From an optimization exercise on the open Yosys and OpenROAD flow, aimed at small area, a short achievable clock period and few clock cycles; shortcuts taken in it are not production practice.
Power and IR drop assume default switching activity.

Setup of run 1:
==> flow/design.v <==
module cpu(input clk, reset, input [15:0] i_mem_rddata, output logic o_mem_rd, o_mem_wr, output logic [15:0] o_mem_addr, o_mem_wrdata);
	logic [15:0] r0, r1, r2, r3, r4, r5, r6, r7;
	logic n, z;
	logic [15:0] A;       
	logic wr;             
	logic rd;             
	logic ldc;            
	logic av;             
	logic [15:1] L;       
	logic lw;             
	logic [2:0] ldx;      
	logic [15:0] opA, opB;
	logic ecin, ewe, efl;
	logic [2:0] ed;
	wire [15:0] I = i_mem_rddata;
	wire [4:0] op = I[4:0];
	wire [2:0] X = I[7:5];
	wire [2:0] Y = I[10:8];
	wire [7:0] imm8 = I[15:8];
	wire [10:0] imm11 = I[15:5];
	function automatic [15:0] bkadd(input [15:0] x, input [15:0] y, input c0);
		logic [15:0] g, p, G, P;
		integer i, s;
		begin
			g = x & y;
			p = x ^ y;
			G = g;
			P = p;
			G[0] = g[0] | (p[0] & c0);
			for (s = 1; s < 16; s = s * 2)
				for (i = 2*s-1; i < 16; i = i + 2*s) begin
					G[i] = G[i] | (P[i] & G[i-s]);
					P[i] = P[i] & P[i-s];
				end
			for (s = 4; s >= 1; s = s / 2)
				for (i = 3*s-1; i < 16; i = i + 2*s) begin
					G[i] = G[i] | (P[i] & G[i-s]);
					P[i] = P[i] & P[i-s];
				end
			bkadd = p ^ {G[14:0], c0};
		end
	endfunction
	wire [15:0] opBx = opB ^ {16{ecin}};
	wire [15:0] res = opA + opBx + {15'b0, ecin};
	wire res_z = (opA[0] ^ opBx[0]) == ecin &&
	             ((opA[15:1] ^ opBx[15:1]) == (opA[14:0] | opBx[14:0]));
	wire n_e = efl ? res[15] : n;
	wire z_e = efl ? res_z : z;
	wire [15:0] wdr = reset ? 16'b0 : res;
	wire [7:0] wen = {8{reset}} | ({7'b0, ewe} << ed);
	always @(posedge clk) begin
		if (wen[0]) r0 <= wdr;
		if (wen[1]) r1 <= wdr;
		if (wen[2]) r2 <= wdr;
		if (wen[3]) r3 <= wdr;
		if (wen[4]) r4 <= wdr;
		if (wen[5]) r5 <= wdr;
		if (wen[6]) r6 <= wdr;
		if (wen[7]) r7 <= wdr;
	end
	always @(posedge clk) begin
		if (reset) begin
			n <= 1'b0;
			z <= 1'b0;
		end else begin
			n <= n_e;
			z <= z_e;
		end
	end
	logic [15:0] rxf, ryf;
	always @(*) begin
		case (X)
			3'd0: rxf = r0; 3'd1: rxf = r1; 3'd2: rxf = r2; 3'd3: rxf = r3;
			3'd4: rxf = r4; 3'd5: rxf = r5; 3'd6: rxf = r6; default: rxf = r7;
		endcase
		case (Y)
			3'd0: ryf = r0; 3'd1: ryf = r1; 3'd2: ryf = r2; 3'd3: ryf = r3;
			3'd4: ryf = r4; 3'd5: ryf = r5; 3'd6: ryf = r6; default: ryf = r7;
		endcase
	end
	wire [15:0] rx = (ewe && ed == X) ? res : rxf;
	wire [15:0] ry = (ewe && ed == Y) ? res : ryf;
	wire jmp   = op[3];
	wire ldst  = ~op[4] & ~op[3] & op[2];
	wire isst  = op[0];
	wire mvhi  = op[4] & op[2];
	wire alu   = ~op[3] & ~ldst;
	wire domov = ~op[1] & ~op[0] & ~mvhi;           
	wire dosub = op[1] & ~mvhi;                     
	wire aluw  = alu & ~(op[1] & op[0]);            
	wire aluf  = alu & ~domov & ~mvhi;              
	wire link  = jmp & op[2];                       
	wire cond  = (~op[1] & ~op[0]) | (op[0] & z_e) | (op[1] & n_e);
	wire xrel  = ~(op[4] & op[3]);                  
	wire yrel  = ~op[4] & ~op[3];                   
	wire haz  = (ldc & ((xrel & (X == ldx)) | (yrel & (Y == ldx)) | (link & (ldx == 3'd7))))
	          | (wr & (A[15:1] == L));
	wire ex   = av & ~haz;
	wire dacc = ex & ldst;
	wire tk   = ex & jmp & cond;
	wire now_data = wr | ldc;
	wire [15:0] incw = bkadd({1'b0, now_data ? L : A[15:1]}, 16'b0, 1'b1);
	wire [15:1] inc = incw[14:0];                          
	wire [15:1] pc2 = now_data ? inc : A[15:1];           
	wire [15:1] tgt = op[4] ? (L + {{4{imm11[10]}}, imm11} + 15'd1) :
	                  ((op[2] & (X == 3'd7)) ? pc2 : rx[15:1]);
	logic [15:0] A_n;
	always @(*) begin
		if (av & haz) A_n = {L, 1'b0};
		else if (dacc) A_n = ry;
		else if (tk) A_n = {tgt, 1'b0};
		else A_n = {inc, 1'b0};
	end
	logic [15:0] b;
	always @(*) begin
		if (~op[4]) b = ry;
		else if (op[2]) b = {imm8, 8'b0};
		else b = {{8{imm8[7]}}, imm8};
	end
	always @(posedge clk) begin
		if (lw) begin
			opA <= 16'b0;
			opB <= I;
			ecin <= 1'b0;
			ed <= ldx;
		end else if (link) begin
			opA <= {pc2, 1'b0};
			opB <= 16'b0;
			ecin <= 1'b0;
			ed <= 3'd7;
		end else begin
			opA <= domov ? 16'b0 : rx;
			opB <= b;
			ecin <= dosub;
			ed <= X;
		end
	end
	always @(posedge clk) begin
		if (reset) begin
			A <= 16'b0;
			wr <= 1'b0;
			rd <= 1'b1;
			ldc <= 1'b0;
			av <= 1'b0;
			lw <= 1'b0;
			ewe <= 1'b0;
			efl <= 1'b0;
		end else begin
			A <= A_n;
			wr <= dacc & isst;
			rd <= ~(dacc & isst);
			ldc <= dacc & ~isst;
			av <= ~now_data & ~tk;
			lw <= ldc;
			ewe <= lw | (ex & (aluw | link));
			efl <= ex & aluf;
		end
	end
	always @(posedge clk) begin
		if (~now_data) L <= A[15:1];
		if (dacc) ldx <= X;
	end
	always @(*) begin
		o_mem_addr = A;
		o_mem_wr = wr;
		o_mem_rd = rd;
		o_mem_wrdata = opA;
	end
endmodule
==> flow/config.mk <==
export PLATFORM = sky130hd
export DESIGN_NAME = cpu
export DESIGN_NICKNAME = cpu
export VERILOG_FILES = /design/flow/design.v
export SDC_FILE = /design/flow/constraint.sdc
export NUM_CORES = 4
export LEC_CHECK = 0
export ABC_AREA = 1
export CAP_MARGIN = 20
export CORE_MARGIN = 2
export CORE_UTILIZATION = 40
export SETUP_SLACK_MARGIN = 4.5
export SLEW_MARGIN = 20
==> flow/constraint.sdc <==
create_clock -name core_clock -period 7.5 [get_ports {clk}]
set_input_delay 1.5000 -clock core_clock [delete_from_list [all_inputs] [get_ports {clk}]]
set_output_delay 1.5000 -clock core_clock [all_outputs]
set_load 0.01 [all_outputs]
run.sh (not shown) runs the stock make flow with config.mk's settings and CLKGATE_MAP_FILE= SYNTH_SCRIPT=/design/flow/synth_recipe.tcl, a recipe that flattens the netlist after the stock synthesis.
Run 1 completed every stage of the flow, and the final layout passed the timing, DRC and antenna checks.
Input changes introduced in run 2 (baseline for comparison: run 1):
--- a/flow/design.v
+++ b/flow/design.v
@@ -3,13 +3,13 @@
 	logic n, z;
 	logic [15:0] A;       
 	logic wr;             
 	logic rd;             
 	logic ldc;            
 	logic av;             
-	logic [15:1] L;       
+	logic nd;             
 	logic lw;             
 	logic [2:0] ldx;      
 	logic [15:0] opA, opB;
 	logic ecin, ewe, efl;
 	logic [2:0] ed;
 	wire [15:0] I = i_mem_rddata;
@@ -37,16 +37,15 @@
 					G[i] = G[i] | (P[i] & G[i-s]);
 					P[i] = P[i] & P[i-s];
 				end
 			bkadd = p ^ {G[14:0], c0};
 		end
 	endfunction
-	wire [15:0] opBx = opB ^ {16{ecin}};
-	wire [15:0] res = opA + opBx + {15'b0, ecin};
-	wire res_z = (opA[0] ^ opBx[0]) == ecin &&
-	             ((opA[15:1] ^ opBx[15:1]) == (opA[14:0] | opBx[14:0]));
+	wire [15:0] res = bkadd(opA, opB, ecin);
+	wire res_z = (opA[0] ^ opB[0]) == ecin &&
+	             ((opA[15:1] ^ opB[15:1]) == (opA[14:0] | opB[14:0]));
 	wire n_e = efl ? res[15] : n;
 	wire z_e = efl ? res_z : z;
 	wire [15:0] wdr = reset ? 16'b0 : res;
 	wire [7:0] wen = {8{reset}} | ({7'b0, ewe} << ed);
 	always @(posedge clk) begin
 		if (wen[0]) r0 <= wdr;
@@ -91,32 +90,34 @@
 	wire aluf  = alu & ~domov & ~mvhi;              
 	wire link  = jmp & op[2];                       
 	wire cond  = (~op[1] & ~op[0]) | (op[0] & z_e) | (op[1] & n_e);
 	wire xrel  = ~(op[4] & op[3]);                  
 	wire yrel  = ~op[4] & ~op[3];                   
 	wire haz  = (ldc & ((xrel & (X == ldx)) | (yrel & (Y == ldx)) | (link & (ldx == 3'd7))))
-	          | (wr & (A[15:1] == L));
+	          | (wr & (A[8:1] == L[8:1]));    
 	wire ex   = av & ~haz;
 	wire dacc = ex & ldst;
 	wire tk   = ex & jmp & cond;
-	wire now_data = wr | ldc;
+	wire now_data = nd;
+	wire [15:1] L = opB[15:1];
 	wire [15:0] incw = bkadd({1'b0, now_data ? L : A[15:1]}, 16'b0, 1'b1);
 	wire [15:1] inc = incw[14:0];                          
 	wire [15:1] pc2 = now_data ? inc : A[15:1];           
-	wire [15:1] tgt = op[4] ? (L + {{4{imm11[10]}}, imm11} + 15'd1) :
+	wire [15:1] tgt = op[4] ? ((now_data ? L : A[15:1]) + {{4{imm11[10]}}, imm11} + {14'b0, now_data}) :
 	                  ((op[2] & (X == 3'd7)) ? pc2 : rx[15:1]);
 	logic [15:0] A_n;
 	always @(*) begin
 		if (av & haz) A_n = {L, 1'b0};
 		else if (dacc) A_n = ry;
 		else if (tk) A_n = {tgt, 1'b0};
 		else A_n = {inc, 1'b0};
 	end
 	logic [15:0] b;
 	always @(*) begin
-		if (~op[4]) b = ry;
+		if (ldst) b = {now_data ? L : A[15:1], 1'b0};    
+		else if (~op[4]) b = ry;
 		else if (op[2]) b = {imm8, 8'b0};
 		else b = {{8{imm8[7]}}, imm8};
 	end
 	always @(posedge clk) begin
 		if (lw) begin
 			opA <= 16'b0;
@@ -127,40 +128,41 @@
 			opA <= {pc2, 1'b0};
 			opB <= 16'b0;
 			ecin <= 1'b0;
 			ed <= 3'd7;
 		end else begin
 			opA <= domov ? 16'b0 : rx;
-			opB <= b;
+			opB <= dosub ? ~b : b;
 			ecin <= dosub;
 			ed <= X;
 		end
 	end
 	always @(posedge clk) begin
 		if (reset) begin
 			A <= 16'b0;
 			wr <= 1'b0;
+			nd <= 1'b0;
 			rd <= 1'b1;
 			ldc <= 1'b0;
 			av <= 1'b0;
 			lw <= 1'b0;
 			ewe <= 1'b0;
 			efl <= 1'b0;
 		end else begin
 			A <= A_n;
 			wr <= dacc & isst;
+			nd <= dacc;
 			rd <= ~(dacc & isst);
 			ldc <= dacc & ~isst;
 			av <= ~now_data & ~tk;
 			lw <= ldc;
 			ewe <= lw | (ex & (aluw | link));
 			efl <= ex & aluf;
 		end
 	end
 	always @(posedge clk) begin
-		if (~now_data) L <= A[15:1];
 		if (dacc) ldx <= X;
 	end
 	always @(*) begin
 		o_mem_addr = A;
 		o_mem_wr = wr;
 		o_mem_rd = rd;
Results
- Run 2 completed every stage of the flow, and the final layout passed the timing, DRC and antenna checks.
- Relative to run 1, share of final layout cell area taken by clock buffers and inverters has decreased by 0.79 points in run 2.
- Comparing logic gate share of total power for run 1 and run 2, the bigger number came from run 2.
- The fraction of standard cell area in multi-input logic number comes out higher for run 2 vs run 1.
- Taking run 1 as 1.0, run 2 lands at 0.920 on power after layout.
- Run 2 vs run 1, instance count: run 2 lower
- The post-synthesis adder-cell area fraction reported for run 2 is greater than that of run 1 by 1.3 points.
- Run 2 falls short of run 1 in routed wire length.
- Run comparison: run 1 library cell contributing the largest single delay on the critical path sky130_fd_sc_hd__clkdlybuf4s50_1; run 2 library cell contributing the largest single delay on the critical path sky130_fd_sc_hd__fa_2
- Count of clock-buffer cells in the layout was higher in run 1 than in run 2.
- The y dimension of the die in run 2 sits 1.4% below the value recorded for run 1.
- Comparing run 1 and run 2, the lower global routing met2 resource utilization was measured on run 1.
No run of this note included a check of the RTL's function; only the layout flow was run.

==> what the ideal ports hide <==
How much do the figures lean on ideal ports? The routed layouts below were timed once more, with nothing changed but the port constraints.
Step 1: set_driving_cell puts a clkbuf_16 on clk and a buf_2 on each other input, an assumption about the parent block.
Step 2, shift: input delay + t, output delay - t, t = (earliest + latest rising clock arrival at the registers) / 2. This alone moves slack from input paths to output paths.
a / b / c = no drivers / after step 1 / after step 2; a / b = the first two.
| run | shift t [ns] | setup slack, ns | clock arrival spread, ns | pins driven straight from the clock port |
|---|---|---|---|---|
| run 1 | 0.588 | 4.469 / 4.461 / 3.873 | 0.025 / 0.026 | 1 |
| run 2 | 0.489 | 3.973 / 3.973 / 3.565 | 0.015 / 0.015 | 1 |
After both steps setup and hold are still met in every run listed. The setup slack of run 1, which loses most, moves by -0.008 ns with the drivers and by -0.596 ns with both steps.
